This design comes from an exercise in tuning for small area and a short achievable clock period on the open sky130 flow, not from production work. Function was not checked in any run shown here: the RTL went through the layout flow alone. Power is estimated from default activity; no workload was simulated.

**design/flow/flow/run.sh**
```bash
#!/bin/bash
# Standard ORFS layout, except that the port buffers are plain buffers
# (buf_2) instead of the delay cells buffer_ports picks by default.
set -euo pipefail
export BUFFER_PORTS_ARGS="-buffer_cell sky130_fd_sc_hd__buf_2"
bash standard.sh finish > flow_standard.log 2>&1
```
**design/flow/standard.sh**
```bash
#!/bin/bash
# synth_recipe.tcl (not shown) runs the flow's synth.tcl, then flattens the netlist and writes it again
# the make line also repeats each setting of config.mk as NAME=value (left out here)
make -C /OpenROAD-flow-scripts/flow DESIGN_CONFIG=/design/flow/config.mk WORK_HOME=/design/flow/orfs CLKGATE_MAP_FILE= SYNTH_SCRIPT=/design/flow/synth_recipe.tcl "${@:-finish}"
```
**design/flow/design.v**
```verilog
module cordic (
    input wire signed [31:0] angle,
    input wire clk, reset,
    output wire signed [31:0] x, y
);
reg [2:0] vcnt;
always @(posedge clk)
    if (reset) vcnt <= 3'd0;
    else if (vcnt != 3'd7) vcnt <= vcnt + 3'd1;
wire [15:0] lo = angle[15:0];
wire [14:0] zo;
wire cin_1;
reg [14:0] lop_1;
wire c8192_0 = (~lop_1[14] & ~lop_1[13]);
wire c8192_1 = (~lop_1[14] & ~lop_1[13] & ~lop_1[12]) | (~lop_1[14] & ~lop_1[13] & lop_1[12] & ~lop_1[11]) | (~lop_1[14] & ~lop_1[13] & lop_1[12] & lop_1[11] & ~lop_1[10]) | (~lop_1[14] & ~lop_1[13] & lop_1[12] & lop_1[11] & lop_1[10] & ~lop_1[9]) | (~lop_1[14] & ~lop_1[13] & lop_1[12] & lop_1[11] & lop_1[10] & lop_1[9] & ~lop_1[8]) | (~lop_1[14] & ~lop_1[13] & lop_1[12] & lop_1[11] & lop_1[10] & lop_1[9] & lop_1[8] & ~lop_1[7]) | (~lop_1[14] & ~lop_1[13] & lop_1[12] & lop_1[11] & lop_1[10] & lop_1[9] & lop_1[8] & lop_1[7] & ~lop_1[6]) | (~lop_1[14] & ~lop_1[13] & lop_1[12] & lop_1[11] & lop_1[10] & lop_1[9] & lop_1[8] & lop_1[7] & lop_1[6] & ~lop_1[5]) | (~lop_1[14] & ~lop_1[13] & lop_1[12] & lop_1[11] & lop_1[10] & lop_1[9] & lop_1[8] & lop_1[7] & lop_1[6] & lop_1[5] & ~lop_1[4]) | (~lop_1[14] & ~lop_1[13] & lop_1[12] & lop_1[11] & lop_1[10] & lop_1[9] & lop_1[8] & lop_1[7] & lop_1[6] & lop_1[5] & lop_1[4] & ~lop_1[3]) | (~lop_1[14] & ~lop_1[13] & lop_1[12] & lop_1[11] & lop_1[10] & lop_1[9] & lop_1[8] & lop_1[7] & lop_1[6] & lop_1[5] & lop_1[4] & lop_1[3] & ~lop_1[2]) | (~lop_1[14] & ~lop_1[13] & lop_1[12] & lop_1[11] & lop_1[10] & lop_1[9] & lop_1[8] & lop_1[7] & lop_1[6] & lop_1[5] & lop_1[4] & lop_1[3] & lop_1[2] & ~lop_1[1]) | (~lop_1[14] & ~lop_1[13] & lop_1[12] & lop_1[11] & lop_1[10] & lop_1[9] & lop_1[8] & lop_1[7] & lop_1[6] & lop_1[5] & lop_1[4] & lop_1[3] & lop_1[2] & lop_1[1] & ~lop_1[0]);
wire c8192 = cin_1 ? c8192_1 : c8192_0;
wire c3362_0 = (~lop_1[14] & ~lop_1[13] & ~lop_1[12] & ~lop_1[11]) | (~lop_1[14] & ~lop_1[13] & ~lop_1[12] & lop_1[11] & ~lop_1[10]) | (~lop_1[14] & ~lop_1[13] & ~lop_1[12] & lop_1[11] & lop_1[10] & ~lop_1[9] & ~lop_1[8]) | (~lop_1[14] & ~lop_1[13] & ~lop_1[12] & lop_1[11] & lop_1[10] & ~lop_1[9] & lop_1[8] & ~lop_1[7] & ~lop_1[6] & ~lop_1[5]) | (~lop_1[14] & ~lop_1[13] & ~lop_1[12] & lop_1[11] & lop_1[10] & ~lop_1[9] & lop_1[8] & ~lop_1[7] & ~lop_1[6] & lop_1[5] & ~lop_1[4] & ~lop_1[3] & ~lop_1[2] & ~lop_1[1]);
wire c3362_1 = (~lop_1[14] & ~lop_1[13] & ~lop_1[12] & ~lop_1[11]) | (~lop_1[14] & ~lop_1[13] & ~lop_1[12] & lop_1[11] & ~lop_1[10]) | (~lop_1[14] & ~lop_1[13] & ~lop_1[12] & lop_1[11] & lop_1[10] & ~lop_1[9] & ~lop_1[8]) | (~lop_1[14] & ~lop_1[13] & ~lop_1[12] & lop_1[11] & lop_1[10] & ~lop_1[9] & lop_1[8] & ~lop_1[7] & ~lop_1[6] & ~lop_1[5]) | (~lop_1[14] & ~lop_1[13] & ~lop_1[12] & lop_1[11] & lop_1[10] & ~lop_1[9] & lop_1[8] & ~lop_1[7] & ~lop_1[6] & lop_1[5] & ~lop_1[4] & ~lop_1[3] & ~lop_1[2] & ~lop_1[1] & ~lop_1[0]);
wire c3362 = cin_1 ? c3362_1 : c3362_0;
wire c13022_0 = (~lop_1[14] & ~lop_1[13]) | (~lop_1[14] & lop_1[13] & ~lop_1[12]) | (~lop_1[14] & lop_1[13] & lop_1[12] & ~lop_1[11] & ~lop_1[10] & ~lop_1[9]) | (~lop_1[14] & lop_1[13] & lop_1[12] & ~lop_1[11] & ~lop_1[10] & lop_1[9] & ~lop_1[8] & ~lop_1[7]) | (~lop_1[14] & lop_1[13] & lop_1[12] & ~lop_1[11] & ~lop_1[10] & lop_1[9] & ~lop_1[8] & lop_1[7] & ~lop_1[6]) | (~lop_1[14] & lop_1[13] & lop_1[12] & ~lop_1[11] & ~lop_1[10] & lop_1[9] & ~lop_1[8] & lop_1[7] & lop_1[6] & ~lop_1[5] & ~lop_1[4]) | (~lop_1[14] & lop_1[13] & lop_1[12] & ~lop_1[11] & ~lop_1[10] & lop_1[9] & ~lop_1[8] & lop_1[7] & lop_1[6] & ~lop_1[5] & lop_1[4] & ~lop_1[3]) | (~lop_1[14] & lop_1[13] & lop_1[12] & ~lop_1[11] & ~lop_1[10] & lop_1[9] & ~lop_1[8] & lop_1[7] & lop_1[6] & ~lop_1[5] & lop_1[4] & lop_1[3] & ~lop_1[2]) | (~lop_1[14] & lop_1[13] & lop_1[12] & ~lop_1[11] & ~lop_1[10] & lop_1[9] & ~lop_1[8] & lop_1[7] & lop_1[6] & ~lop_1[5] & lop_1[4] & lop_1[3] & lop_1[2] & ~lop_1[1]);
wire c13022_1 = (~lop_1[14] & ~lop_1[13]) | (~lop_1[14] & lop_1[13] & ~lop_1[12]) | (~lop_1[14] & lop_1[13] & lop_1[12] & ~lop_1[11] & ~lop_1[10] & ~lop_1[9]) | (~lop_1[14] & lop_1[13] & lop_1[12] & ~lop_1[11] & ~lop_1[10] & lop_1[9] & ~lop_1[8] & ~lop_1[7]) | (~lop_1[14] & lop_1[13] & lop_1[12] & ~lop_1[11] & ~lop_1[10] & lop_1[9] & ~lop_1[8] & lop_1[7] & ~lop_1[6]) | (~lop_1[14] & lop_1[13] & lop_1[12] & ~lop_1[11] & ~lop_1[10] & lop_1[9] & ~lop_1[8] & lop_1[7] & lop_1[6] & ~lop_1[5] & ~lop_1[4]) | (~lop_1[14] & lop_1[13] & lop_1[12] & ~lop_1[11] & ~lop_1[10] & lop_1[9] & ~lop_1[8] & lop_1[7] & lop_1[6] & ~lop_1[5] & lop_1[4] & ~lop_1[3]) | (~lop_1[14] & lop_1[13] & lop_1[12] & ~lop_1[11] & ~lop_1[10] & lop_1[9] & ~lop_1[8] & lop_1[7] & lop_1[6] & ~lop_1[5] & lop_1[4] & lop_1[3] & ~lop_1[2]) | (~lop_1[14] & lop_1[13] & lop_1[12] & ~lop_1[11] & ~lop_1[10] & lop_1[9] & ~lop_1[8] & lop_1[7] & lop_1[6] & ~lop_1[5] & lop_1[4] & lop_1[3] & lop_1[2] & ~lop_1[1] & ~lop_1[0]);
wire c13022 = cin_1 ? c13022_1 : c13022_0;
wire t_m1298 = (~zo[12] & ~zo[11]) | (~zo[12] & zo[11] & ~zo[10] & ~zo[9]) | (~zo[12] & zo[11] & ~zo[10] & zo[9] & ~zo[8] & ~zo[7]) | (~zo[12] & zo[11] & ~zo[10] & zo[9] & ~zo[8] & zo[7] & ~zo[6]) | (~zo[12] & zo[11] & ~zo[10] & zo[9] & ~zo[8] & zo[7] & zo[6] & ~zo[5]) | (~zo[12] & zo[11] & ~zo[10] & zo[9] & ~zo[8] & zo[7] & zo[6] & zo[5] & ~zo[4] & ~zo[3]) | (~zo[12] & zo[11] & ~zo[10] & zo[9] & ~zo[8] & zo[7] & zo[6] & zo[5] & ~zo[4] & zo[3] & ~zo[2]) | (~zo[12] & zo[11] & ~zo[10] & zo[9] & ~zo[8] & zo[7] & zo[6] & zo[5] & ~zo[4] & zo[3] & zo[2] & ~zo[1]);
wire t_p1298 = (~zo[12]) | (zo[12] & ~zo[11] & ~zo[10]) | (zo[12] & ~zo[11] & zo[10] & ~zo[9] & ~zo[8]) | (zo[12] & ~zo[11] & zo[10] & ~zo[9] & zo[8] & ~zo[7] & ~zo[6] & ~zo[5] & ~zo[4]) | (zo[12] & ~zo[11] & zo[10] & ~zo[9] & zo[8] & ~zo[7] & ~zo[6] & ~zo[5] & zo[4] & ~zo[3] & ~zo[2] & ~zo[1]);
wire t_m1949 = (~zo[12] & ~zo[11]) | (~zo[12] & zo[11] & ~zo[10] & ~zo[9] & ~zo[8] & ~zo[7] & ~zo[6]) | (~zo[12] & zo[11] & ~zo[10] & ~zo[9] & ~zo[8] & ~zo[7] & zo[6] & ~zo[5]) | (~zo[12] & zo[11] & ~zo[10] & ~zo[9] & ~zo[8] & ~zo[7] & zo[6] & zo[5] & ~zo[4] & ~zo[3] & ~zo[2] & ~zo[1]) | (~zo[12] & zo[11] & ~zo[10] & ~zo[9] & ~zo[8] & ~zo[7] & zo[6] & zo[5] & ~zo[4] & ~zo[3] & ~zo[2] & zo[1] & ~zo[0]);
wire t_m647 = (~zo[12] & ~zo[11]) | (~zo[12] & zo[11] & ~zo[10]) | (~zo[12] & zo[11] & zo[10] & ~zo[9] & ~zo[8]) | (~zo[12] & zo[11] & zo[10] & ~zo[9] & zo[8] & ~zo[7] & ~zo[6]) | (~zo[12] & zo[11] & zo[10] & ~zo[9] & zo[8] & ~zo[7] & zo[6] & ~zo[5]) | (~zo[12] & zo[11] & zo[10] & ~zo[9] & zo[8] & ~zo[7] & zo[6] & zo[5] & ~zo[4]) | (~zo[12] & zo[11] & zo[10] & ~zo[9] & zo[8] & ~zo[7] & zo[6] & zo[5] & zo[4] & ~zo[3]) | (~zo[12] & zo[11] & zo[10] & ~zo[9] & zo[8] & ~zo[7] & zo[6] & zo[5] & zo[4] & zo[3] & ~zo[2] & ~zo[1] & ~zo[0]);
wire t_p647 = (~zo[12]) | (zo[12] & ~zo[11] & ~zo[10] & ~zo[9]) | (zo[12] & ~zo[11] & ~zo[10] & zo[9] & ~zo[8] & ~zo[7]) | (zo[12] & ~zo[11] & ~zo[10] & zo[9] & ~zo[8] & zo[7] & ~zo[6] & ~zo[5] & ~zo[4] & ~zo[3] & ~zo[2]) | (zo[12] & ~zo[11] & ~zo[10] & zo[9] & ~zo[8] & zo[7] & ~zo[6] & ~zo[5] & ~zo[4] & ~zo[3] & zo[2] & ~zo[1]) | (zo[12] & ~zo[11] & ~zo[10] & zo[9] & ~zo[8] & zo[7] & ~zo[6] & ~zo[5] & ~zo[4] & ~zo[3] & zo[2] & zo[1] & ~zo[0]);
wire t_p1949 = (~zo[12]) | (zo[12] & ~zo[11] & ~zo[10]) | (zo[12] & ~zo[11] & zo[10] & ~zo[9]) | (zo[12] & ~zo[11] & zo[10] & zo[9] & ~zo[8]) | (zo[12] & ~zo[11] & zo[10] & zo[9] & zo[8] & ~zo[7]) | (zo[12] & ~zo[11] & zo[10] & zo[9] & zo[8] & zo[7] & ~zo[6] & ~zo[5] & ~zo[4]) | (zo[12] & ~zo[11] & zo[10] & zo[9] & zo[8] & zo[7] & ~zo[6] & ~zo[5] & zo[4] & ~zo[3]) | (zo[12] & ~zo[11] & zo[10] & zo[9] & zo[8] & zo[7] & ~zo[6] & ~zo[5] & zo[4] & zo[3] & ~zo[2]) | (zo[12] & ~zo[11] & zo[10] & zo[9] & zo[8] & zo[7] & ~zo[6] & ~zo[5] & zo[4] & zo[3] & zo[2] & ~zo[1] & ~zo[0]);
wire lo_le16386 = (~lo[15] & ~lo[14]) | (~lo[15] & lo[14] & ~lo[13] & ~lo[12] & ~lo[11] & ~lo[10] & ~lo[9] & ~lo[8] & ~lo[7] & ~lo[6] & ~lo[5] & ~lo[4] & ~lo[3] & ~lo[2] & ~lo[1]) | (~lo[15] & lo[14] & ~lo[13] & ~lo[12] & ~lo[11] & ~lo[10] & ~lo[9] & ~lo[8] & ~lo[7] & ~lo[6] & ~lo[5] & ~lo[4] & ~lo[3] & ~lo[2] & lo[1] & ~lo[0]);
wire lo_le49151 = (~lo[15]) | (lo[15] & ~lo[14]);
wire lo_le17526 = (~lo[15] & ~lo[14]) | (~lo[15] & lo[14] & ~lo[13] & ~lo[12] & ~lo[11] & ~lo[10]) | (~lo[15] & lo[14] & ~lo[13] & ~lo[12] & ~lo[11] & lo[10] & ~lo[9] & ~lo[8] & ~lo[7] & ~lo[6]) | (~lo[15] & lo[14] & ~lo[13] & ~lo[12] & ~lo[11] & lo[10] & ~lo[9] & ~lo[8] & ~lo[7] & lo[6] & ~lo[5]) | (~lo[15] & lo[14] & ~lo[13] & ~lo[12] & ~lo[11] & lo[10] & ~lo[9] & ~lo[8] & ~lo[7] & lo[6] & lo[5] & ~lo[4]) | (~lo[15] & lo[14] & ~lo[13] & ~lo[12] & ~lo[11] & lo[10] & ~lo[9] & ~lo[8] & ~lo[7] & lo[6] & lo[5] & lo[4] & ~lo[3] & ~lo[2]) | (~lo[15] & lo[14] & ~lo[13] & ~lo[12] & ~lo[11] & lo[10] & ~lo[9] & ~lo[8] & ~lo[7] & lo[6] & lo[5] & lo[4] & ~lo[3] & lo[2] & ~lo[1]) | (~lo[15] & lo[14] & ~lo[13] & ~lo[12] & ~lo[11] & lo[10] & ~lo[9] & ~lo[8] & ~lo[7] & lo[6] & lo[5] & lo[4] & ~lo[3] & lo[2] & lo[1] & ~lo[0]);
wire s   = angle[31];
wire h0  = angle[16];
wire zr  = (angle[30:17] == 14'd0);
wire in_r = ~s & zr & ~h0;
wire h1   = ~s & zr & h0;
wire sneg = (~s & ~zr) | (s & zr & ~h0);
wire spos = s & ~(zr & ~h0);
wire lo_32768 = lo[15] & (lo[14:0] == 15'd0);
wire a_q1s = ~lo[15] & ~lo_le16386;         
wire a_q3  = lo[15] & lo[14];
wire neg = in_r & (a_q1s | a_q3);
reg [1:0] q_1;
reg cin_r, f_1, sat_1;
assign cin_1 = cin_r;
always @(posedge clk) begin
    lop_1 <= lo[14:0] ^ {15{neg}};
    cin_r <= in_r & a_q1s;
    q_1   <= {~in_r | (lo[15] & ~lo_32768), ~in_r | a_q1s | lo_32768 | a_q3};
    f_1   <= h1 | sneg;
    sat_1 <= sneg | spos | (h1 & ~lo_le17526);
end
wire d1 = c8192;
wire d2 = d1 ? c3362 : c13022;
reg [14:0] lop_2;
reg cin_2;
reg [1:0] d_2, q_2;
reg f_2, sat_2;
always @(posedge clk) begin
    lop_2 <= lop_1;
    cin_2 <= cin_1;
    d_2   <= {d2, d1};
    q_2   <= q_1;
    f_2   <= f_1;
    sat_2 <= sat_1;
end
wire [12:0] k3 = d_2[0] ? (d_2[1] ? 13'd7386 : 13'd2274) : (d_2[1] ? 13'd5918 : 13'd806);
reg [12:0] z3_3;
reg [1:0] d_3, q_3;
reg f_3, sat_3;
always @(posedge clk) begin
    z3_3  <= lop_2[12:0] + {12'd0, cin_2} + k3;
    d_3   <= d_2;
    q_3   <= q_2;
    f_3   <= f_2;
    sat_3 <= sat_2;
end
assign zo = {~z3_3[12], z3_3[11:0]};       
wire d3 = z3_3[12];
wire d4 = d3 ? t_m1298 : t_p1298;
wire d5 = d3 ? (d4 ? t_m1949 : t_m647) : (d4 ? t_p647 : t_p1949);
reg [7:0] code_4, code_5, code_6, code_7;
always @(posedge clk) begin
    code_4 <= {q_3, ({d5, d4, d3, d_3} & {5{~sat_3}}) ^ {5{f_3}}, f_3};
    code_5 <= code_4;
    code_6 <= code_5;
    code_7 <= code_6;
end
wire [9:0] x6, y6, nzx, nzy;
cordic_tab tab (.d(code_7[5:0]), .xo(x6), .yo(y6), .nx(nzx), .ny(nzy));
wire negx = code_7[6] ^ code_7[7];
wire negy = code_7[7];
wire [9:0] tx = x6 ^ (nzx & {10{negx}});
wire [9:0] ty = y6 ^ (nzy & {10{negy}});
reg [9:0] xr, yr;
always @(posedge clk) begin
    if (reset || vcnt != 3'd7) begin
        xr <= 10'd0;
        yr <= 10'd0;
    end else begin
        xr <= tx;
        yr <= ty;
    end
end
assign x = {{22{xr[9]}}, xr};
assign y = {{22{yr[9]}}, yr};
endmodule
module cordic_tab(d, xo, yo, nx, ny);
  input [5:0] d;
  wire [5:0] d;
  output [9:0] xo;
  wire [9:0] xo;
  output [9:0] yo;
  wire [9:0] yo;
  output [9:0] nx;
  wire [9:0] nx;
  output [9:0] ny;
  wire [9:0] ny;
  wire _000_;
  wire _001_;
  wire _002_;
  wire _003_;
  wire _004_;
  wire _005_;
  wire _006_;
  wire _007_;
  wire _008_;
  wire _009_;
  wire _010_;
  wire _011_;
  wire _012_;
  wire _013_;
  wire _014_;
  wire _015_;
  wire _016_;
  wire _017_;
  wire _018_;
  wire _019_;
  wire _020_;
  wire _021_;
  wire _022_;
  wire _023_;
  wire _024_;
  wire _025_;
  wire _026_;
  wire _027_;
  wire _028_;
  wire _029_;
  wire _030_;
  wire _031_;
  wire _032_;
  wire _033_;
  wire _034_;
  wire _035_;
  wire _036_;
  wire _037_;
  wire _038_;
  wire _039_;
  wire _040_;
  wire _041_;
  wire _042_;
  wire _043_;
  wire _044_;
  wire _045_;
  wire _046_;
  wire _047_;
  wire _048_;
  wire _049_;
  wire _050_;
  wire _051_;
  wire _052_;
  wire _053_;
  wire _054_;
  wire _055_;
  wire _056_;
  wire _057_;
  wire _058_;
  wire _059_;
  wire _060_;
  wire _061_;
  wire _062_;
  wire _063_;
  wire _064_;
  wire _065_;
  wire _066_;
  wire _067_;
  wire _068_;
  wire _069_;
  wire _070_;
  wire _071_;
  wire _072_;
  wire _073_;
  wire _074_;
  wire _075_;
  wire _076_;
  wire _077_;
  wire _078_;
  wire _079_;
  wire _080_;
  wire _081_;
  wire _082_;
  wire _083_;
  wire _084_;
  wire _085_;
  wire _086_;
  wire _087_;
  wire _088_;
  wire _089_;
  wire _090_;
  wire _091_;
  wire _092_;
  wire _093_;
  wire _094_;
  wire _095_;
  wire _096_;
  wire _097_;
  wire _098_;
  wire _099_;
  wire _100_;
  wire _101_;
  wire _102_;
  wire _103_;
  wire _104_;
  wire _105_;
  wire _106_;
  wire _107_;
  wire _108_;
  wire _109_;
  wire _110_;
  wire _111_;
  wire _112_;
  wire _113_;
  wire _114_;
  wire _115_;
  wire _116_;
  wire _117_;
  wire _118_;
  wire _119_;
  wire _120_;
  wire _121_;
  wire _122_;
  wire _123_;
  wire _124_;
  wire _125_;
  wire _126_;
  wire _127_;
  wire _128_;
  wire _129_;
  wire _130_;
  wire _131_;
  wire _132_;
  wire _133_;
  wire _134_;
  wire _135_;
  wire _136_;
  wire _137_;
  wire _138_;
  wire _139_;
  wire _140_;
  wire _141_;
  wire _142_;
  wire _143_;
  wire _144_;
  wire _145_;
  wire _146_;
  wire _147_;
  wire _148_;
  wire _149_;
  wire _150_;
  wire _151_;
  wire _152_;
  wire _153_;
  wire _154_;
  wire _155_;
  wire _156_;
  wire _157_;
  wire _158_;
  wire _159_;
  wire _160_;
  wire _161_;
  wire _162_;
  wire _163_;
  wire _164_;
  wire _165_;
  wire _166_;
  wire _167_;
  wire _168_;
  wire _169_;
  wire _170_;
  wire _171_;
  wire _172_;
  wire _173_;
  wire _174_;
  wire _175_;
  wire _176_;
  wire _177_;
  wire _178_;
  wire _179_;
  wire _180_;
  wire _181_;
  wire _182_;
  wire _183_;
  wire _184_;
  wire _185_;
  wire _186_;
  wire _187_;
  wire _188_;
  wire _189_;
  wire _190_;
  wire _191_;
  wire _192_;
  wire _193_;
  wire _194_;
  wire _195_;
  wire _196_;
  wire _197_;
  wire _198_;
  wire _199_;
  wire _200_;
  wire _201_;
  wire _202_;
  wire _203_;
  wire _204_;
  wire _205_;
  wire _206_;
  wire _207_;
  wire _208_;
  wire _209_;
  wire _210_;
  wire _211_;
  wire _212_;
  wire _213_;
  wire _214_;
  wire _215_;
  wire _216_;
  wire _217_;
  wire _218_;
  wire _219_;
  wire _220_;
  wire _221_;
  wire _222_;
  wire _223_;
  wire _224_;
  wire _225_;
  wire _226_;
  wire _227_;
  wire _228_;
  wire _229_;
  wire _230_;
  wire _231_;
  wire _232_;
  wire _233_;
  wire _234_;
  wire _235_;
  wire _236_;
  wire _237_;
  wire _238_;
  wire _239_;
  wire _240_;
  wire _241_;
  wire _242_;
  wire _243_;
  wire _244_;
  wire _245_;
  wire _246_;
  wire _247_;
  wire _248_;
  wire _249_;
  wire _250_;
  wire _251_;
  wire _252_;
  wire _253_;
  wire _254_;
  wire _255_;
  wire _256_;
  wire _257_;
  wire _258_;
  wire _259_;
  wire _260_;
  wire _261_;
  wire _262_;
  wire _263_;
  wire _264_;
  wire _265_;
  wire _266_;
  wire _267_;
  wire _268_;
  wire _269_;
  wire _270_;
  wire _271_;
  wire _272_;
  wire _273_;
  wire _274_;
  wire _275_;
  wire _276_;
  wire _277_;
  wire _278_;
  wire _279_;
  wire _280_;
  wire _281_;
  wire _282_;
  wire _283_;
  wire _284_;
  wire _285_;
  wire _286_;
  wire _287_;
  wire _288_;
  wire _289_;
  wire _290_;
  wire _291_;
  wire _292_;
  wire _293_;
  wire _294_;
  wire _295_;
  wire _296_;
  wire _297_;
  wire _298_;
  wire _299_;
  wire _300_;
  wire _301_;
  wire _302_;
  wire _303_;
  wire _304_;
  wire _305_;
  wire _306_;
  wire _307_;
  wire _308_;
  wire _309_;
  wire _310_;
  wire _311_;
  wire _312_;
  wire _313_;
  wire _314_;
  wire _315_;
  wire _316_;
  wire _317_;
  wire _318_;
  wire _319_;
  wire _320_;
  wire _321_;
  wire _322_;
  wire _323_;
  wire _324_;
  wire _325_;
  wire _326_;
  wire _327_;
  wire _328_;
  wire _329_;
  wire _330_;
  wire _331_;
  assign _230_ = ~d[3];
  assign _241_ = d[1] | d[2];
  assign _250_ = d[3] & ~(d[1]);
  assign _261_ = _230_ | _241_;
  assign _271_ = ~(d[0] | d[2]);
  assign _275_ = d[0] | d[2];
  assign _276_ = d[3] & _271_;
  assign _277_ = ~(d[4] | _276_);
  assign _278_ = ~(_261_ & _277_);
  assign _279_ = d[3] & d[0];
  assign _280_ = d[1] & d[2];
  assign _281_ = d[3] & d[2];
  assign _282_ = ~_281_;
  assign _283_ = ~(_279_ & _280_);
  assign _284_ = d[4] & _283_;
  assign _285_ = ~(d[4] & _283_);
  assign _286_ = ~(_278_ & _285_);
  assign _287_ = ~(d[5] & _286_);
  assign _288_ = d[1] | d[0];
  assign _289_ = ~(d[3] | d[2]);
  assign _290_ = ~(d[3] | d[1]);
  assign _291_ = ~(_271_ & _290_);
  assign _292_ = ~(d[4] | d[5]);
  assign _293_ = ~(_291_ & _292_);
  assign _294_ = ~(d[0] & d[2]);
  assign _295_ = ~(d[2] & _288_);
  assign _296_ = d[3] | ~(d[2]);
  assign _297_ = _296_ | ~(_288_);
  assign _298_ = d[4] & ~(d[5]);
  assign _299_ = ~(_297_ & _298_);
  assign _300_ = _293_ & _299_;
  assign ny[3] = ~(_287_ & _300_);
  assign _301_ = _291_ & ~(_278_);
  assign _302_ = ~(_275_ & _294_);
  assign _303_ = ~_302_;
  assign _304_ = d[1] | ~(d[2]);
  assign _305_ = d[1] & ~(d[2]);
  assign _306_ = d[2] | ~(d[1]);
  assign _307_ = _241_ & ~(_280_);
  assign _308_ = d[0] | ~(d[2]);
  assign _309_ = _304_ & _308_;
  assign _310_ = _302_ & ~(_307_);
  assign _311_ = ~(d[3] & _310_);
  assign _312_ = d[4] & ~(d[3]);
  assign _313_ = d[4] & _311_;
  assign _314_ = _301_ | _313_;
  assign _315_ = _230_ & _310_;
  assign _316_ = ~(d[4] | _315_);
  assign _317_ = _284_ & _297_;
  assign _318_ = _316_ | _317_;
  assign ny[2] = d[5] ? _314_ : _318_;
  assign _319_ = ~(d[0] | _296_);
  assign _320_ = ~(_298_ & _319_);
  assign _321_ = d[0] | _304_;
  assign _322_ = d[1] | _320_;
  assign _323_ = ~(d[3] & _305_);
  assign _324_ = ~(_279_ & _305_);
  assign _325_ = d[5] & ~(d[4]);
  assign _326_ = _324_ | ~(_325_);
  assign nx[6] = _322_ & _326_;
  assign _327_ = d[0] | ~(_280_);
  assign _328_ = _230_ | _327_;
  assign _329_ = d[4] & d[5];
  assign _330_ = _328_ | ~(_329_);
  assign _331_ = d[2] | ~(d[0]);
  assign _000_ = _279_ & ~(d[2]);
  assign _001_ = ~(_325_ & _000_);
  assign _002_ = _320_ & _001_;
  assign nx[4] = _330_ & _002_;
  assign _003_ = _261_ & _325_;
  assign _004_ = _000_ | ~(_003_);
  assign _005_ = ~(_292_ & _324_);
  assign _006_ = ~(_328_ & _329_);
  assign _007_ = d[0] & ~(d[1]);
  assign _008_ = _296_ | _007_;
  assign _009_ = ~(_298_ & _008_);
  assign _010_ = _006_ & _009_;
  assign _011_ = _005_ & _010_;
  assign nx[3] = ~(_004_ & _011_);
  assign _012_ = d[3] & _331_;
  assign _013_ = ~(_230_ & _327_);
  assign _014_ = d[3] ? _331_ : _327_;
  assign _015_ = ~(_292_ & _014_);
  assign _016_ = d[0] & ~(d[3]);
  assign _017_ = _304_ & _016_;
  assign _018_ = d[3] | d[0];
  assign _019_ = d[3] | _280_;
  assign _020_ = _018_ & _019_;
  assign _021_ = _230_ & _331_;
  assign _022_ = _006_ | _017_;
  assign _023_ = d[1] ^ d[0];
  assign _024_ = d[3] & _288_;
  assign _025_ = _281_ & _023_;
  assign _026_ = _009_ | _025_;
  assign _027_ = _022_ & _026_;
  assign _028_ = ~(_230_ & _241_);
  assign _029_ = ~(_018_ & _028_);
  assign _030_ = d[3] & _241_;
  assign _031_ = d[0] | ~(_030_);
  assign _032_ = _241_ & _012_;
  assign _033_ = _029_ | _032_;
  assign _034_ = ~(_325_ & _033_);
  assign _035_ = _015_ & _034_;
  assign nx[2] = ~(_027_ & _035_);
  assign _036_ = ~(_329_ & _016_);
  assign _037_ = d[3] & _275_;
  assign _038_ = ~(_275_ & _024_);
  assign _039_ = _036_ & _038_;
  assign _040_ = _292_ | _039_;
  assign _041_ = ~(_279_ & _292_);
  assign _042_ = ~(_241_ & _016_);
  assign _043_ = _041_ & _042_;
  assign yo[9] = ~(_040_ & _043_);
  assign _044_ = d[3] & _306_;
  assign _045_ = ~(_294_ & _044_);
  assign _046_ = d[2] ? d[1] : d[0];
  assign _047_ = d[3] | _046_;
  assign _048_ = ~(_045_ & _047_);
  assign _049_ = _298_ | _325_;
  assign _050_ = ~(_048_ & _049_);
  assign _051_ = _290_ | ~(_045_);
  assign _052_ = ~(_329_ & _051_);
  assign _053_ = _230_ ? _046_ : d[1];
  assign _054_ = _053_ | ~(_292_);
  assign _055_ = _050_ & _054_;
  assign yo[8] = ~(_052_ & _055_);
  assign _056_ = _230_ & _023_;
  assign _057_ = d[4] & ~(_056_);
  assign _058_ = _023_ | ~(d[2]);
  assign _059_ = ~(d[2] & _023_);
  assign _060_ = _030_ & _059_;
  assign _061_ = _023_ | ~(_030_);
  assign _062_ = ~(d[3] | d[5]);
  assign _063_ = ~(_023_ & _062_);
  assign _064_ = _296_ & _063_;
  assign _065_ = _061_ & _064_;
  assign _066_ = _230_ & _294_;
  assign _067_ = _019_ | _023_;
  assign _068_ = d[5] | ~(d[2]);
  assign _069_ = d[3] & _068_;
  assign _070_ = ~(_058_ & _069_);
  assign _071_ = ~(_067_ & _070_);
  assign yo[7] = d[4] ? _065_ : _071_;
  assign _072_ = d[2] ^ _023_;
  assign _073_ = d[5] ? _072_ : d[2];
  assign _074_ = ~(_230_ & _073_);
  assign _075_ = d[1] | ~(_294_);
  assign _076_ = _275_ & _075_;
  assign _077_ = ~(_037_ & _075_);
  assign _078_ = d[4] & _077_;
  assign _079_ = ~(_074_ & _078_);
  assign _080_ = ~(d[3] & _072_);
  assign _081_ = d[5] | _080_;
  assign _082_ = ~(_230_ & _076_);
  assign _083_ = ~(d[5] & _032_);
  assign _084_ = _082_ & _083_;
  assign _085_ = _084_ & ~(d[4]);
  assign _086_ = ~(_081_ & _085_);
  assign yo[6] = _079_ & _086_;
  assign _087_ = ~(_296_ & _042_);
  assign _088_ = ~(_295_ & _087_);
  assign _089_ = ~(d[4] | _281_);
  assign _090_ = _089_ & ~(_024_);
  assign _091_ = ~(_088_ & _090_);
  assign _092_ = d[3] & _304_;
  assign _093_ = ~(_306_ & _092_);
  assign _094_ = ~(_057_ & _093_);
  assign _095_ = _091_ & _094_;
  assign _096_ = ~(_020_ & _061_);
  assign _097_ = ~(_329_ & _096_);
  assign _098_ = ~(_230_ & _307_);
  assign _099_ = d[4] | ~(_098_);
  assign _100_ = _060_ | _099_;
  assign _101_ = d[5] ? _100_ : _095_;
  assign yo[5] = ~(_097_ & _101_);
  assign _102_ = ~(d[1] | _294_);
  assign _103_ = d[1] ? _275_ : _294_;
  assign _104_ = ~(d[3] & _103_);
  assign _105_ = d[4] & _104_;
  assign _106_ = ~(_088_ & _105_);
  assign _107_ = d[3] | _302_;
  assign _108_ = ~(_046_ & _066_);
  assign _109_ = _090_ & _108_;
  assign _110_ = ~(d[5] | _109_);
  assign _111_ = ~(_106_ & _110_);
  assign _112_ = d[0] ? _304_ : d[2];
  assign _113_ = ~(_044_ & _112_);
  assign _114_ = _329_ & _113_;
  assign _115_ = ~(_020_ & _114_);
  assign _116_ = ~(_307_ & _056_);
  assign _117_ = ~(_306_ & _024_);
  assign _118_ = ~(_116_ & _117_);
  assign _119_ = ~(_325_ & _118_);
  assign _120_ = _115_ & _119_;
  assign yo[4] = ~(_111_ & _120_);
  assign _121_ = _023_ ? _230_ : d[2];
  assign _122_ = ~(_292_ & _121_);
  assign _123_ = d[2] | _023_;
  assign _124_ = ~(_329_ & _123_);
  assign _125_ = _024_ | _124_;
  assign _126_ = ~(_298_ & _013_);
  assign _127_ = ~(_325_ & _037_);
  assign _128_ = _125_ & _126_;
  assign _129_ = _122_ & _127_;
  assign yo[3] = ~(_128_ & _129_);
  assign _130_ = d[5] & _107_;
  assign _131_ = _130_ & ~(_092_);
  assign _132_ = _329_ | _131_;
  assign _133_ = _304_ | ~(_312_);
  assign _134_ = _032_ & _059_;
  assign _135_ = ~(d[4] & _134_);
  assign _136_ = _133_ & _135_;
  assign _137_ = ~(_132_ & _136_);
  assign _138_ = ~(_323_ & _042_);
  assign _139_ = ~(_292_ & _138_);
  assign _140_ = d[3] ? _271_ : d[1];
  assign _141_ = _102_ | ~(_298_);
  assign _142_ = _140_ | _141_;
  assign _143_ = _139_ & _142_;
  assign yo[2] = ~(_137_ & _143_);
  assign _144_ = _250_ & _275_;
  assign _145_ = _021_ | _144_;
  assign _146_ = ~(_294_ & _098_);
  assign _147_ = d[4] ? _145_ : _146_;
  assign _148_ = ~(d[5] & _147_);
  assign _149_ = _327_ & _030_;
  assign _150_ = _299_ | _149_;
  assign _151_ = d[1] | _271_;
  assign _152_ = _012_ | ~(_151_);
  assign _153_ = ~(_292_ & _152_);
  assign _154_ = _150_ & _153_;
  assign yo[1] = ~(_148_ & _154_);
  assign _155_ = ~(_321_ & _021_);
  assign _156_ = ~(_313_ & _155_);
  assign _157_ = ~(d[3] & _302_);
  assign _158_ = _261_ & _157_;
  assign _159_ = ~(_316_ & _158_);
  assign ny[1] = ~(_156_ & _159_);
  assign _160_ = _283_ | _292_;
  assign _161_ = _291_ | _329_;
  assign xo[9] = ~(_160_ & _161_);
  assign _162_ = _289_ & ~(_329_);
  assign _163_ = _292_ | ~(_281_);
  assign _164_ = ~(_023_ | _162_);
  assign xo[8] = ~(_163_ & _164_);
  assign _165_ = d[5] ? _046_ : _303_;
  assign _166_ = ~(d[3] & _165_);
  assign _167_ = ~(_290_ | _319_);
  assign _168_ = ~(_166_ & _167_);
  assign _169_ = ~(_306_ & _066_);
  assign _170_ = d[5] ? _107_ : _169_;
  assign _171_ = d[0] | _241_;
  assign _172_ = ~(_092_ & _171_);
  assign _173_ = ~(_170_ & _172_);
  assign xo[7] = d[4] ? _173_ : _168_;
  assign _174_ = ~(_313_ & _098_);
  assign _175_ = _323_ & _157_;
  assign _176_ = ~(_316_ & _175_);
  assign _177_ = _174_ & _176_;
  assign _178_ = ~(_327_ & _021_);
  assign _179_ = ~(_313_ & _178_);
  assign _180_ = ~(d[3] & _307_);
  assign _181_ = ~(_316_ & _180_);
  assign _182_ = _179_ & _181_;
  assign xo[6] = d[5] ? _177_ : _182_;
  assign _183_ = d[3] | _072_;
  assign _184_ = d[2] ? d[1] : _023_;
  assign _185_ = d[3] ? _184_ : _072_;
  assign _186_ = ~(_325_ & _185_);
  assign _187_ = _230_ & _059_;
  assign _188_ = _028_ | ~(_059_);
  assign _189_ = _080_ & _188_;
  assign _190_ = ~(_298_ & _189_);
  assign _191_ = ~(_288_ & _309_);
  assign _192_ = _230_ ? _191_ : d[0];
  assign _193_ = ~(_261_ & _192_);
  assign _194_ = ~(_292_ & _193_);
  assign _195_ = _280_ | _018_;
  assign _196_ = ~(_309_ & _024_);
  assign _197_ = d[4] & _195_;
  assign _198_ = _196_ & _197_;
  assign _199_ = ~(d[5] & _198_);
  assign _200_ = _186_ & _199_;
  assign _201_ = _190_ & _200_;
  assign xo[5] = ~(_194_ & _201_);
  assign _202_ = ~(_294_ & _151_);
  assign _203_ = ~(_066_ & _151_);
  assign _204_ = d[0] | _323_;
  assign _205_ = d[4] | ~(_283_);
  assign _206_ = _204_ & ~(_205_);
  assign _207_ = ~(_203_ & _206_);
  assign _208_ = ~(_261_ & _197_);
  assign _209_ = d[5] & _208_;
  assign _210_ = ~(_207_ & _209_);
  assign _211_ = _279_ | ~(_008_);
  assign _212_ = _241_ & _292_;
  assign _213_ = ~(_211_ & _212_);
  assign _214_ = ~(_290_ & _302_);
  assign _215_ = ~(d[3] & _202_);
  assign _216_ = ~(_214_ & _215_);
  assign _217_ = ~(_298_ & _216_);
  assign _218_ = _210_ & _217_;
  assign xo[4] = ~(_213_ & _218_);
  assign _219_ = ~(_044_ & _046_);
  assign _220_ = _169_ & _219_;
  assign _221_ = _049_ | _220_;
  assign _222_ = d[0] ? _282_ : _030_;
  assign _223_ = ~(_325_ & _222_);
  assign _224_ = ~(_309_ & _021_);
  assign _225_ = _298_ & ~(_279_);
  assign _226_ = ~(_224_ & _225_);
  assign _227_ = _221_ & _226_;
  assign xo[3] = _223_ & _227_;
  assign _228_ = _324_ & ~(_187_);
  assign _229_ = ~(_275_ & _329_);
  assign _231_ = _228_ | _229_;
  assign _232_ = _230_ | _023_;
  assign _233_ = _296_ & _003_;
  assign _234_ = ~(_232_ & _233_);
  assign _235_ = _231_ & _234_;
  assign _236_ = ~(_171_ & _187_);
  assign _237_ = _292_ & _323_;
  assign _238_ = ~(_236_ & _237_);
  assign _239_ = ~(_308_ & _056_);
  assign _240_ = ~(_282_ & _239_);
  assign _242_ = ~(_298_ & _240_);
  assign _243_ = _238_ & _242_;
  assign xo[2] = ~(_235_ & _243_);
  assign _244_ = _277_ | _284_;
  assign _245_ = ~(d[5] & _244_);
  assign _246_ = d[3] | _294_;
  assign _247_ = ~(_298_ & _246_);
  assign _248_ = _293_ & _247_;
  assign ny[4] = ~(_245_ & _248_);
  assign _249_ = _280_ | ~(_016_);
  assign _251_ = d[4] & _249_;
  assign _252_ = ~(_080_ & _251_);
  assign _253_ = d[4] | ~(_192_);
  assign _254_ = ~(_252_ & _253_);
  assign _255_ = d[5] | _254_;
  assign _256_ = d[0] | ~(_044_);
  assign _257_ = _329_ & ~(_016_);
  assign _258_ = ~(_256_ & _257_);
  assign _259_ = ~(_031_ & _183_);
  assign _260_ = ~(_325_ & _259_);
  assign _262_ = _258_ & _260_;
  assign xo[1] = ~(_255_ & _262_);
  assign _263_ = ~(_327_ & _029_);
  assign _264_ = _302_ & _024_;
  assign _265_ = ~(d[4] | _264_);
  assign _266_ = ~(_263_ & _265_);
  assign _267_ = ~(_312_ & _112_);
  assign _268_ = d[4] & _023_;
  assign _269_ = ~(_044_ & _268_);
  assign _270_ = _267_ & _269_;
  assign nx[1] = _266_ & _270_;
  assign _272_ = d[4] | _204_;
  assign _273_ = ~(_062_ & _102_);
  assign _274_ = _272_ & _273_;
  assign ny[6] = _292_ | _274_;
  assign { ny[9:7], ny[5], ny[0] } = { 3'h7, ny[4], 1'h0 };
  assign { nx[9:7], nx[5], nx[0] } = { 3'h7, nx[4], 1'h0 };
  assign yo[0] = ny[1];
  assign xo[0] = nx[1];
endmodule
```
**design/flow/config.mk**
```make
export PLATFORM = sky130hd
export DESIGN_NAME = cordic
export DESIGN_NICKNAME = cordic
export VERILOG_FILES = /design/flow/design.v
export SDC_FILE = /design/flow/constraint.sdc
export NUM_CORES = 4
export LEC_CHECK = 0
export CAP_MARGIN = 20
export CORE_MARGIN = 2
export CORE_UTILIZATION = 40
export SLEW_MARGIN = 20
```
**design/flow/constraint.sdc**
```tcl
create_clock -name core_clock -period 5.0 [get_ports {clk}]
set_input_delay 1.0000 -clock core_clock [delete_from_list [all_inputs] [get_ports {clk}]]
set_output_delay 1.0000 -clock core_clock [all_outputs]
set_load 0.01 [all_outputs]
```
==> results of run 1 <==
-- cell type report --
cell class                      instances  area (um^2)  area share
Clock buffer                           21          470      0.0700
Clock inverter                         11          105      0.0156
Inverter                               22         82.6      0.0123
Multi-Input combinational cell        443         3030       0.451
Sequential cell                       114         2280       0.340
Tap cell                              184          230      0.0343
Timing Repair Buffer                  101          515      0.0767
-- worst max path at each step --
stage	from	end	slack (ps)	cells past startpoint
6_report	code_7[2]	yr[4]	2160	9
4_1_cts	code_7[2]	yr[4]	2190	9
3_5_place_dp	code_7[2]	yr[4]	2200	9
2_1_floorplan	code_7[2]	yr[4]	2620	8
5_1_grt	code_7[1]	yr[4]	1900	8
3_3_place_gp	code_7[2]	yr[4]	2230	9
-- kinds of logic (layout without fill, tap and decap cells) --
logic type               Yosys count  in the layout
AO/OA/AOI/OAI                    173            173
XOR/XNOR                          49             49
adder cells (fa/ha/maj)           34             34
buffers and inverters            103            155
flip-flops                       114            114
multiplexers                       7              7
AND/OR/NAND/NOR                  180            180
-- through the flow --
step	instances	util	power (mW)	cell area [um^2]	worst slack, ps
6_report	896	0.466	2.51	6720	2160
4_1_cts	896	0.466	2.52	6720	2190
2_1_floorplan	660	-	1.27	5870	2620
3_5_place_dp	864	0.426	1.37	6140	2200
5_1_grt	896	0.466	2.61	6720	1900
3_3_place_gp	864	0.425	1.36	6140	2230
-- where the power goes --
group	internal, mW	total [mW]	switching [mW]
logic	0.145	0.343	0.198
registers	0.961	1.02	0.0566
clock network	0.723	1.15	0.425
-- sequential cells by signal, summed over array words and instances (netlist names), 3 cells and up --
register / cells
lop_1: 15
lop_2: 13
z3_3: 13
xr: 10
yr: 10
code_4: 8
code_5: 8
code_6: 8
code_7: 8
vcnt: 3
-- Yosys cell counts, types with 5 or more instances --
cell        n
buf_2       8
nor3_1     17
nor4_1      7
a211oi_1    6
o21ai_1    13
a21oi_1    33
o211ai_1    8
xor2_1      9
clkbuf_1   27
nor2_1     56
nor2b_1     6
o22ai_1     8
a311oi_1    5
buf_4      45
nand2b_1   17
dfxtp_1   114
nand4_1     9
o31ai_1     5
nand3_1    13
xnor2_1    40
nand2_1    39
a32oi_1     6
inv_1      20
a31oi_1     9
a221oi_1    8
o21ai_0    34
ha_1       31
-- metal layers --
layer  up-vias  GRT usage
li1       2394          -
met1      2302      0.229
met2       258      0.300
met3        26     0.0454
met4         0     0.0712
met5         -          0
-- critical path: cells and delay by family (launching register included) --
kind,cells,cell delay [ps]
flip-flops,1,290
AO/OA/AOI/OAI,2,470
multiplexers,1,480
AND/OR/NAND/NOR,2,280
XOR/XNOR,1,160
adder cells (fa/ha/maj),1,520
buffers and inverters,2,500
==> flow_metrics.py, run 1 <==
metrics = {
    "clocking": {
        "cts_buffers": 17,
        "cts-resized-gates": 0,
        "clock_sinks": 114,
        "post-cts-setup-buffers": 0,
        "htreeDepth": 4,
        "clk_pin_slew_ps": 60,
        "clk_path_buf_depth": 2,
        "clockRootBuffer": "clkbuf_16",
        "insertion_delay_ps": 410,
        "cts_tree": "built",
        "holdBufCountCts": 0,
    },
    "sta": {
        "timing.final.hold_violations": 0,
        "fin_crit_sh": 0.568,
        "setup_violations": 0,
        "rsz0062_at_grt": "false",
        "worst_pin_slew_ps": 888,
        "max-slew-margin-rel": 0.407,
        "maxSlewViolCount": 0,
        "timing.fmax_mhz": 352,
        "skew_ps": 9.62,
        "post-route-min-period_ps": 2840,
        "setup_tns_ps": 0,
        "holdWs_ps": 314,
    },
    "yosys": {
        "yosysUniqueCellTypes": 67,
        "synthSimpleGateAreaFrac": 0.149,
        "yosys-top-cells-area": "dfxtp_1, ha_1, xnor2_1, buf_4, nor2_1",
        "syn_avg_cell_area_um2": 8.90,
        "synthAdderAreaFrac": 0.0763,
        "yosysSeqAreaShare": 0.389,
        "yosysWarnings": 1,
        "ys_ff_latch": 114,
        "synth.net_count": 728,
        "synth_top_family_by_area": "compound AO/OA/AOI/OAI gates",
        "synth_top_area_cell": "dfxtp_1",
        "synth-compound-area-share": 0.200,
        "synth_edf_count": 0,
        "synthArstFlopShare": 0,
        "synthFlopType": "dfxtp_1",
        "synth_area_mm2": 0.00587,
        "synth-xor-area-share": 0.0731,
        "synth.area.mux_share": 0.0166,
        "synth_top_area_frac": 0.389,
        "syn_inst": 660,
    },
    "finish": {
        "nNetsFinal": 767,
        "area_growth_pct": 14.4,
        "n_antenna_cell": 0,
        "final_cell_mix": "dfxtp_1, buf_2, nor2_1",
        "final_common_cell": "dfxtp_1",
        "n_fill_cell": 1361,
        "drive_gt1_frac": 0.208,
    },
    "worst_hold_path": {
        "hp-class": "reg -> reg",
        "hold_end": "code_6[6]",
        "min_path_cells": 0,
        "hp-start": "code_5[6]",
    },
    "drt": {
        "drtAntennaViolNets": 0,
        "dr.pass1.iters": 5,
        "drc": 0,
        "routed_wl_um": 14100,
        "viasPerCell": 5.56,
        "wl_met1_um": 5950,
        "wl_met3_um": 1210,
        "highest_layer": "met4",
        "wl_per_cell_um": 15.8,
        "met2WireLength_um": 6670,
        "drt_iter0_markers": 627,
        "num_vias": 4980,
    },
    "setup_path": {
        "startpoint_type": "flip-flop",
        "max_stage_delay_ps": 520,
        "cp-end-kind": "flip-flop",
        "cp_cell_sequence": "buf_4, inv_1, ha_1, nand2b_1, o21ai_0, mux4_2, a221oi_1, xnor2_1, nor2_1",
        "worstReg2RegEnd": "yr[4]",
        "r2r_setup_slack_ps": 2160,
        "r2r_start": "code_7[2]",
        "rr_worst_depth": 9,
        "critPathMaxFanout": 25,
        "arrival_ps": 3110,
        "crit_type": "reg -> reg",
        "critPathSlowestCell": "ha_1",
        "crit_required_ps": 5270,
    },
    "pwr": {
        "p_leak_nw": 2.87,
        "peakVddDrop_mv": 0.218,
        "p_per_area_mw_per_mm2": 373,
    },
    "floorplan": {
        "die_h_um": 125,
        "ios": 98,
        "die_w_um": 125,
        "num_rows": 44,
        "die-area_mm2": 0.0157,
        "start_util": 0.407,
        "core-area_mm2": 0.0144,
    },
    "global_route": {
        "grt_max_degree": 48,
        "grt_first_pass_wirelength_um": 23100,
        "grt_overflow_total": 0,
        "antenna_found_initial": 0,
        "gr-usage-all-layers": 0.182,
        "first_global_vias": 4639,
    },
    "place": {
        "portBuffers": 97,
        "place.gp.congestion": 0.914,
        "dp_hpwl_um": 9730,
    },
    "run_status": {
        "status": "timing/DRC/antenna clean",
    },
    "job": {
        "cap_violations": 0,
    },
}
==> inputs of run 2 (changes only) <==
--- a/design/flow/config.mk
+++ b/design/flow/config.mk
@@ -8,4 +8,5 @@
 export CAP_MARGIN = 20
 export CORE_MARGIN = 2
 export CORE_UTILIZATION = 40
+export SETUP_SLACK_MARGIN = 2.7
 export SLEW_MARGIN = 20
==> run 2 against run 1 <==
Effect of this change: die area is the same; flip-flop and latch count unchanged; global-route usage is 0.12 points lower; highest routed layer unchanged; wire length grew 1.9%; critical path depth unchanged; largest power group unchanged; synthesized cell count is the same; largest cell class unchanged; critical endpoint is now xr[3]; non-clock buffer count grew 23; first-iteration DRC count decreased by 27%; register-to-register slack better by 560 ps.
==> flow_metrics.py, run 2 <==
metrics = {
    "finish": {
        "nNetsFinal": 790,
        "sequential_cell_area_mm2": 0.00231,
        "n_fill_cell": 1349,
        "largestRegisters": "lop_1 (15), lop_2 (13), z3_3 (13)",
        "final_cell_mix": "dfxtp_1, buf_2, nor2_1",
        "area_growth_pct": 21.7,
        "final_common_cell": "dfxtp_1",
        "multiInputGateArea_mm2": 0.00317,
        "drive_gt1_frac": 0.283,
        "largest_reg_flops": 15,
        "post-route-cell-area_mm2": 0.00714,
        "top_register": "lop_1",
        "n_antenna_cell": 0,
    },
    "drt": {
        "dr.pass1.iters": 5,
        "wl_per_cell_um": 15.7,
        "routed_wl_um": 14400,
        "drt_iter0_markers": 457,
        "drtAntennaViolNets": 0,
        "viasPerCell": 5.48,
        "drc": 0,
        "num_vias": 5036,
    },
    "sta": {
        "rsz0062_at_grt": "true",
        "post-route-min-period_ps": 2280,
        "skew_ps": 7.76,
        "timing.final.hold_violations": 0,
        "setup_violations": 0,
        "fin_crit_sh": 0.456,
        "worst_pin_slew_ps": 788,
        "setup_tns_ps": 0,
        "maxSlewViolCount": 0,
        "timing.fmax_mhz": 439,
        "max-slew-margin-rel": 0.475,
    },
    "clocking": {
        "cts_buffers": 17,
        "cts_tree": "built",
        "clock_sinks": 114,
        "insertion_delay_ps": 410,
        "clk_path_buf_depth": 2,
        "clockRootBuffer": "clkbuf_16",
        "clk_pin_slew_ps": 60,
        "htreeDepth": 4,
    },
    "yosys": {
        "ys_ff_latch": 114,
        "yosysSeqAreaShare": 0.389,
        "synth_top_area_cell": "dfxtp_1",
        "synth_edf_count": 0,
        "synth_area_mm2": 0.00587,
        "synth_top_area_frac": 0.389,
        "syn_inst": 660,
        "yosysWarnings": 1,
        "synthArstFlopShare": 0,
        "yosys-top-cells-area": "dfxtp_1, ha_1, xnor2_1, buf_4, nor2_1",
        "yosysUniqueCellTypes": 67,
        "syn_avg_cell_area_um2": 8.90,
        "synth_common_cells": "dfxtp_1, nor2_1, buf_4",
        "synth.net_count": 728,
        "synth_most_common_cell": "dfxtp_1",
        "synthFlopType": "dfxtp_1",
    },
    "job": {
        "cap_violations": 0,
    },
    "floorplan": {
        "start_util": 0.407,
        "core-area_mm2": 0.0144,
        "num_rows": 44,
        "die_h_um": 125,
        "die_w_um": 125,
        "ios": 98,
        "die-area_mm2": 0.0157,
    },
    "place": {
        "place.gp.congestion": 0.928,
        "place_area_mm2": 0.00614,
        "portBuffers": 97,
        "dp_hpwl_um": 9700,
    },
    "global_route": {
        "grt_max_degree": 50,
        "grt_first_pass_wirelength_um": 23000,
        "first_global_vias": 4719,
        "grt_overflow_total": 0,
        "antenna_found_initial": 0,
        "gr-usage-all-layers": 0.181,
    },
    "pwr": {
        "p_leak_nw": 2.99,
        "peakVddDrop_mv": 0.232,
        "p_per_area_mw_per_mm2": 364,
    },
    "worst_hold_path": {
        "min_path_cells": 0,
        "hp-class": "reg -> reg",
    },
    "setup_path": {
        "r2r_setup_slack_ps": 2720,
        "rr_worst_depth": 9,
        "crit_type": "reg -> reg",
        "crit_required_ps": 5270,
        "arrival_ps": 2540,
        "cp-end-kind": "flip-flop",
        "startpoint_type": "flip-flop",
        "critPathMaxFanout": 15,
    },
    "run_status": {
        "status": "timing/DRC/antenna clean",
    },
}
run 2: cell counts after synthesis:
Identical to the previous run, type by type.
run 2: metal layers:
layer / global-route usage / share of wire
met4: 0.0778 / 0.024
met1: 0.220 / 0.42
met2: 0.294 / 0.47
met5: 0 / 0
met3: 0.0573 / 0.088
run 2: critical path, stage by stage (launching register included):
cell and delay, ps:
dfxtp_4 390, buf_12 160, clkinvlp_4 150, buf_4 190, ha_1 240, or4_1 420, a31o_1 240, a21oi_1 160
xnor2_1 130, nor2_1 60
run 2: worst paths after layout:
check	from	endpoint
setup / recovery	code_7[0]	xr[3]
setup reg to reg	code_7[0]	xr[3]
hold reg to reg	code_6[1]	code_7[1]
hold / removal	code_6[1]	code_7[1]
run 2: layout make-up:
cell class	count	area share
tap	184	0.0322
clock buffer	17	0.0595
sequential	114	0.323
clock inverter	15	0.0245
multi-input combinational	443	0.443
timing repair buffer	124	0.103
inverter	22	0.0140
run 2: logic make-up after synthesis:
| group | after synthesis | synth area share |
|---|---|---|
| adders and majority gates | 34 | 0.0763 |
| and+or+nand+nor | 180 | 0.149 |
| DFF | 114 | 0.389 |
| xor gates and xnor gates | 49 | 0.0731 |
| buffers and inverters | 103 | 0.0963 |
| AOI/OAI and AO/OA | 173 | 0.200 |
| muxes | 7 | 0.0166 |
run 2: timing repair:
action	CTS	global route
cloned	0	1
pin swaps	1	4
hold buffers	0	0
endpoints found under the setup margin	38	59
buffers inserted	8	14
resized for setup	30	25
run 2: power by group:
part	internal (mW)	switching [mW]	total, mW
combinational	0.174	0.208	0.381
sequential	0.959	0.0563	1.02
clock	0.747	0.460	1.21
run 2: per-stage QoR:
stage | power [mW] | instances | hold slack (ps) | util | setup slack [ps]
floorplan | 1.27 | 660 | 310 | - | 2670
global placement | 1.36 | 864 | 311 | 0.426 | 2230
detailed placement | 1.36 | 864 | 312 | 0.426 | 2180
CTS | 2.60 | 904 | 317 | 0.480 | 2690
global route | 2.72 | 919 | 323 | 0.495 | 2620
finish | 2.60 | 919 | 317 | 0.495 | 2720
==> inputs of run 3 (changes only) <==
--- a/design/flow/config.mk
+++ b/design/flow/config.mk
@@ -8,5 +8,5 @@
 export CAP_MARGIN = 20
 export CORE_MARGIN = 2
 export CORE_UTILIZATION = 40
-export SETUP_SLACK_MARGIN = 2.7
+export SETUP_SLACK_MARGIN = 2.4
 export SLEW_MARGIN = 20
==> run 3 against run 2 <==
Effect of this change: clock-buffer cell count up 4; combinational power down 7.1%; hold slack worse by 4.3 ps; via count down 1.6%.
==> flow_metrics.py, run 3 <==
metrics = {
    "run_status": {
        "status": "timing/DRC/antenna clean",
    },
    "clocking": {
        "clk_pin_slew_ps": 60,
        "clk_path_buf_depth": 2,
        "clockRootBuffer": "clkbuf_16",
        "cts_buffers": 17,
        "insertion_delay_ps": 410,
        "htreeDepth": 4,
        "holdBufCountCts": 0,
        "cts_tree": "built",
        "clock_sinks": 114,
    },
    "setup_path": {
        "worstReg2RegEnd": "xr[2]",
        "crit_required_ps": 5330,
        "rr_worst_depth": 9,
        "r2r_start": "code_7[0]",
        "startpoint": "code_7[0]",
        "r2r_setup_slack_ps": 2420,
        "critPathMaxFanout": 30,
        "arrival_ps": 2910,
        "startpoint_type": "flip-flop",
        "cp-end-kind": "flip-flop",
        "cp-endpoint": "xr[2]",
        "crit_type": "reg -> reg",
    },
    "floorplan": {
        "die-area_mm2": 0.0157,
        "start_util": 0.407,
        "core-area_mm2": 0.0144,
        "ios": 98,
        "die_h_um": 125,
        "die_w_um": 125,
        "num_rows": 44,
    },
    "yosys": {
        "synth_most_common_cell": "dfxtp_1",
        "synth_common_cells": "dfxtp_1, nor2_1, buf_4",
        "synth_top_area_cell": "dfxtp_1",
        "synth.net_count": 728,
        "syn_inst": 660,
        "synthFlopType": "dfxtp_1",
        "yosysUniqueCellTypes": 67,
        "synthArstFlopShare": 0,
        "synth_edf_count": 0,
        "ys_ff_latch": 114,
        "yosysWarnings": 1,
        "synth_top_area_frac": 0.389,
        "syn_avg_cell_area_um2": 8.90,
        "yosysSeqAreaShare": 0.389,
        "yosys-top-cells-area": "dfxtp_1, ha_1, xnor2_1, buf_4, nor2_1",
        "synth_area_mm2": 0.00587,
    },
    "global_route": {
        "antenna_found_initial": 0,
        "grt_first_pass_wirelength_um": 23300,
        "first_global_vias": 4666,
        "grt_max_degree": 48,
        "gr-usage-all-layers": 0.183,
        "grt_overflow_total": 0,
    },
    "finish": {
        "nNetsFinal": 771,
        "final_common_cell": "dfxtp_1",
        "final_cell_mix": "dfxtp_1, buf_2, nor2_1",
        "n_fill_cell": 1350,
        "top_register": "lop_1",
        "largest_reg_flops": 15,
        "largestRegisters": "lop_1 (15), lop_2 (13), z3_3 (13)",
        "area_growth_pct": 16.0,
        "drive_gt1_frac": 0.232,
        "n_antenna_cell": 0,
    },
    "sta": {
        "max-slew-margin-rel": 0.407,
        "timing.final.hold_violations": 0,
        "fin_crit_sh": 0.515,
        "setup_violations": 0,
        "rsz0062_at_grt": "true",
        "setup_tns_ps": 0,
        "worst_pin_slew_ps": 888,
        "maxSlewViolCount": 0,
        "timing.fmax_mhz": 388,
        "post-route-min-period_ps": 2580,
        "setup_ws_ps": 2420,
        "skew_ps": 10.8,
    },
    "drt": {
        "viasPerCell": 5.50,
        "dr.pass1.iters": 6,
        "num_vias": 4954,
        "routed_wl_um": 14100,
        "drtAntennaViolNets": 0,
        "wl_per_cell_um": 15.7,
        "drt_iter0_markers": 534,
        "drc": 0,
    },
    "pwr": {
        "p_leak_nw": 2.87,
        "peakVddDrop_mv": 0.213,
        "p_per_area_mw_per_mm2": 370,
    },
    "place": {
        "pre_cts_ws_ps": 2200,
        "portBuffers": 97,
        "dp_hpwl_um": 9730,
        "place.gp.congestion": 0.914,
    },
    "worst_hold_path": {
        "min_path_cells": 0,
        "hp-class": "reg -> reg",
    },
    "job": {
        "cap_violations": 0,
    },
}
[run 3: cell counts after synthesis]
No cell type changed its count.
[run 3: critical path, stage by stage, from the launching register on]
cell and delay, ps:
dfxtp_1 320, buf_6 260, clkinvlp_4 210, ha_2 490, ha_1 300, o21ai_0 110
a32oi_1 200, nand3_1 110, or3_1 360, a21oi_1 140
[run 3: how the worst min path moves through the flow]
| stage | from | endpoint |
|---|---|---|
| floorplan | q_3[0] | code_4[6] |
| global placement | code_6[7] | code_7[7] |
| detailed placement | code_6[4] | code_7[4] |
| CTS | code_6[7] | code_7[7] |
| global route | code_6[0] | code_7[0] |
| finish | code_5[6] | code_6[6] |
[run 3: cell families (layout without fill, tap and decap cells)]
group                      Yosys count  after routing  share of synthesized area
buffers and inverters              103            159                     0.0963
and+or+nand+nor                    180            180                      0.149
AOI/OAI and AO/OA                  173            173                      0.200
adders and majority gates           34             34                     0.0763
muxes                                7              7                     0.0166
xor gates and xnor gates            49             49                     0.0731
DFF                                114            114                      0.389
[run 3: stage by stage]
stage               cells  hold slack (ps)  utilization  area (um^2)  total power [mW]
global placement      864              311        0.425         6140              1.36
CTS                   900              321        0.470         6780              2.53
finish                900              313        0.472         6810              2.52
global route          900              327        0.472         6810              2.62
floorplan             660              310            -         5870              1.27
detailed placement    864              312        0.426         6140              1.37
[run 3: repair_timing]
action / CTS / global route
resized for setup: 10 / 7
setup endpoints to repair: 10 / 10
buffers inserted: 4 / 0
[run 3: report_power, final]
| part | internal (mW) | switching [mW] | leakage, nW | total (mW) |
|---|---|---|---|---|
| Clock | 0.723 | 0.426 | 0.272 | 1.15 |
| Sequential | 0.961 | 0.0566 | 0.947 | 1.02 |
| Combinational | 0.152 | 0.202 | 1.65 | 0.354 |
| Total | 1.84 | 0.684 | 2.87 | 2.52 |
[run 3: cell type report]
type / instances / area, um^2 / share of cell area
Sequential cell: 114 / 2290 / 0.336
Clock buffer: 21 / 470 / 0.0691
Inverter: 22 / 90.1 / 0.0132
Clock inverter: 11 / 105 / 0.0154
Timing Repair Buffer: 105 / 549 / 0.0807
Multi-Input combinational cell: 443 / 3080 / 0.452
Tap cell: 184 / 230 / 0.0338
[run 3: layer usage]
layer	wire length (um)	track usage	up-vias	part of all wire
met1	6040	0.233	2303	0.43
met2	6650	0.300	228	0.47
met4	242	0.0725	0	0.017
li1	-	-	2404	-
met3	1210	0.0454	19	0.085
met5	0	0	-	0
==> inputs of run 4 (changes only) <==
==> design/flow/flow/run.sh (replaced) <==
#!/bin/bash
# Standard ORFS layout, except that the port buffers are plain buffers
# (buf_1) instead of the delay cells buffer_ports picks by default.
set -euo pipefail
export BUFFER_PORTS_ARGS="-buffer_cell sky130_fd_sc_hd__buf_1"
bash standard.sh finish > flow_standard.log 2>&1
--- a/design/flow/config.mk
+++ b/design/flow/config.mk
@@ -8,5 +8,4 @@
 export CAP_MARGIN = 20
 export CORE_MARGIN = 2
 export CORE_UTILIZATION = 40
-export SETUP_SLACK_MARGIN = 2.4
 export SLEW_MARGIN = 20
==> run 4 against run 3 <==
Effect of this change: still clean; die area stayed put; non-clock buffer count shrank 5; synthesized cell count did not move.
==> flow_metrics.py, run 4 <==
metrics = {
    "run_status": {
        "status": "timing/DRC/antenna clean",
    },
    "yosys": {
        "synthSimpleGateAreaFrac": 0.149,
        "synth.net_count": 728,
        "synthFlopType": "dfxtp_1",
        "synth_most_common_cell": "dfxtp_1",
        "ys_ff_latch": 114,
        "synth_top_area_frac": 0.389,
        "synthAdderAreaFrac": 0.0763,
        "yosysSeqAreaShare": 0.389,
        "syn_avg_cell_area_um2": 8.90,
        "synth_common_cells": "dfxtp_1, nor2_1, buf_4",
        "synth_area_mm2": 0.00587,
        "synth-compound-area-share": 0.200,
        "yosysWarnings": 1,
        "synth.area.mux_share": 0.0166,
        "yosysUniqueCellTypes": 67,
        "synthArstFlopShare": 0,
        "synth_top_family_by_area": "compound AO/OA/AOI/OAI gates",
        "syn_inst": 660,
        "yosys-top-cells-area": "dfxtp_1, ha_1, xnor2_1, buf_4, nor2_1",
        "synth_edf_count": 0,
        "synth-xor-area-share": 0.0731,
        "synth_top_area_cell": "dfxtp_1",
    },
    "worst_hold_path": {
        "min_path_cells": 0,
        "hp-class": "reg -> reg",
    },
    "finish": {
        "multiInputGateArea_mm2": 0.00303,
        "largest_reg_flops": 15,
        "drive_gt1_frac": 0.0717,
        "final_cell_mix": "dfxtp_1, buf_1, nor2_1",
        "final_common_cell": "dfxtp_1",
        "sequential_cell_area_mm2": 0.00228,
        "n_fill_cell": 1409,
        "top_register": "lop_1",
        "n_antenna_cell": 0,
        "layout.cells.non_filler": 895,
        "largestRegisters": "lop_1 (15), lop_2 (13), z3_3 (13)",
        "nNetsFinal": 766,
        "area_growth_pct": 12.6,
    },
    "pwr": {
        "peakVddDrop_mv": 0.219,
        "total_power_mw": 2.55,
        "p_leak_nw": 2.50,
        "p_per_area_mw_per_mm2": 386,
    },
    "floorplan": {
        "ios": 98,
        "start_util": 0.407,
        "die_w_um": 125,
        "num_rows": 44,
        "die-area_mm2": 0.0157,
        "die_h_um": 125,
        "core-area_mm2": 0.0144,
    },
    "clocking": {
        "cts_tree": "built",
        "clock_sinks": 114,
        "insertion_delay_ps": 410,
        "clockRootBuffer": "clkbuf_16",
        "htreeDepth": 4,
        "clk_pin_slew_ps": 60,
        "clk_path_buf_depth": 2,
        "cts_buffers": 17,
        "post-cts-setup-buffers": 0,
        "holdBufCountCts": 0,
        "cts-resized-gates": 0,
    },
    "place": {
        "dp_hpwl_um": 9710,
        "dp_cells": 863,
        "portBuffers": 97,
        "place.gp.congestion": 0.905,
    },
    "setup_path": {
        "cp-end-kind": "flip-flop",
        "startpoint_type": "flip-flop",
        "arrival_ps": 3520,
        "critPathMaxFanout": 25,
        "crit_required_ps": 5270,
        "crit_type": "reg -> reg",
        "rr_worst_depth": 8,
    },
    "sta": {
        "timing.fmax_mhz": 308,
        "rsz0062_at_grt": "false",
        "holdWs_ps": 319,
        "skew_ps": 6.57,
        "fin_crit_sh": 0.650,
        "timing.final.hold_violations": 0,
        "worst_pin_slew_ps": 984,
        "post-route-min-period_ps": 3250,
        "setup_violations": 0,
        "maxSlewViolCount": 0,
        "max-slew-margin-rel": 0.343,
        "setup_tns_ps": 0,
    },
    "drt": {
        "drtAntennaViolNets": 0,
        "dr.pass1.iters": 5,
        "routed_wl_um": 13900,
        "wl_per_cell_um": 15.5,
        "drc": 0,
        "viasPerCell": 5.43,
        "num_vias": 4859,
        "drt_iter0_markers": 405,
    },
    "global_route": {
        "grt_overflow_total": 0,
        "gr-usage-all-layers": 0.178,
        "grt_max_degree": 45,
        "first_global_vias": 4543,
        "grt_first_pass_wirelength_um": 22300,
        "antenna_found_initial": 0,
    },
    "job": {
        "cap_violations": 0,
    },
}
run 4: cell types whose count changed in the layout (fill, tap and decap cells not counted), sizes merged:
cell      delta
clkbuf       -4
inv          +8
clkinvlp     -2
bufinv       +1
clkinv       -3
buf          -5
run 4: final cells by class:
type | instances | area share
Clock buffer | 17 | 0.0643
Timing Repair Buffer | 100 | 0.0585
Tap cell | 184 | 0.0348
Sequential cell | 114 | 0.345
Clock inverter | 15 | 0.0263
Multi-Input combinational cell | 443 | 0.458
Inverter | 22 | 0.0125
run 4: critical path, stage by stage (launching register included):
cell,delay [ps]
dfxtp_1,960
inv_1,340
ha_1,390
nor2_1,310
nor2_1,90
mux4_2,470
a221oi_1,310
xnor2_1,160
nor2_1,50
run 4: final timing paths:
kind	slack (ps)	from	end
min	320	code_6[1]	code_7[1]
min reg2reg	320	code_6[1]	code_7[1]
max	1750	code_7[2]	yr[4]
max reg2reg	1750	code_7[2]	yr[4]
run 4: logic make-up (layout without fill, tap and decap cells):
kind of cell / after synthesis / after routing
DFF: 114 / 114
buffers and inverters: 103 / 154
xor gates and xnor gates: 49 / 49
adders and majority gates: 34 / 34
muxes: 7 / 7
and+or+nand+nor: 180 / 180
AOI/OAI and AO/OA: 173 / 173
run 4: per-layer routing:
| layer | vias to the layer above | global-route usage | routed length [um] |
|---|---|---|---|
| met3 | 28 | 0.0548 | 1070 |
| li1 | 2393 | - | - |
| met1 | 2229 | 0.218 | 5940 |
| met2 | 209 | 0.283 | 6510 |
| met4 | 0 | 0.0876 | 367 |
| met5 | - | 0 | 0 |
run 4: per-stage QoR:
stage	cell area (um^2)	setup slack [ps]	util
6_report	6610	1750	0.459
5_1_grt	6610	1550	0.459
4_1_cts	6610	1820	0.458
3_5_place_dp	6010	1840	0.416
3_3_place_gp	6010	1890	0.416
2_1_floorplan	5870	2620	-
run 4: where the power goes:
group          total [mW]  internal [mW]  switching (mW)
sequential           1.02          0.960          0.0558
clock                1.20          0.748           0.456
combinational       0.334          0.140           0.193
total                2.55           1.85           0.705

-- what the ideal ports hide --
No port has a modelled driver above. Below, the same layouts with a new extraction and two added sets of constraints. Step 1: set_driving_cell puts a clkbuf_16 on clk and a buf_2 on each other input, an assumption about the parent block. Step 2 also shifts input and output timing later by t, the mid clock arrival at the registers, as if the neighbouring blocks saw the same clock. Three values: ideal, step 1, step 2; two values: the first two.
run	t, ns	setup WS [ns]
run 1	0.452	2.158 / 2.158 / 2.158
run 2	0.447	2.721 / 2.721 / 2.495
run 3	0.451	2.424 / 2.424 / 2.211
run 4	0.450	1.749 / 1.749 / 1.749
After both steps every run listed still meets setup and hold.
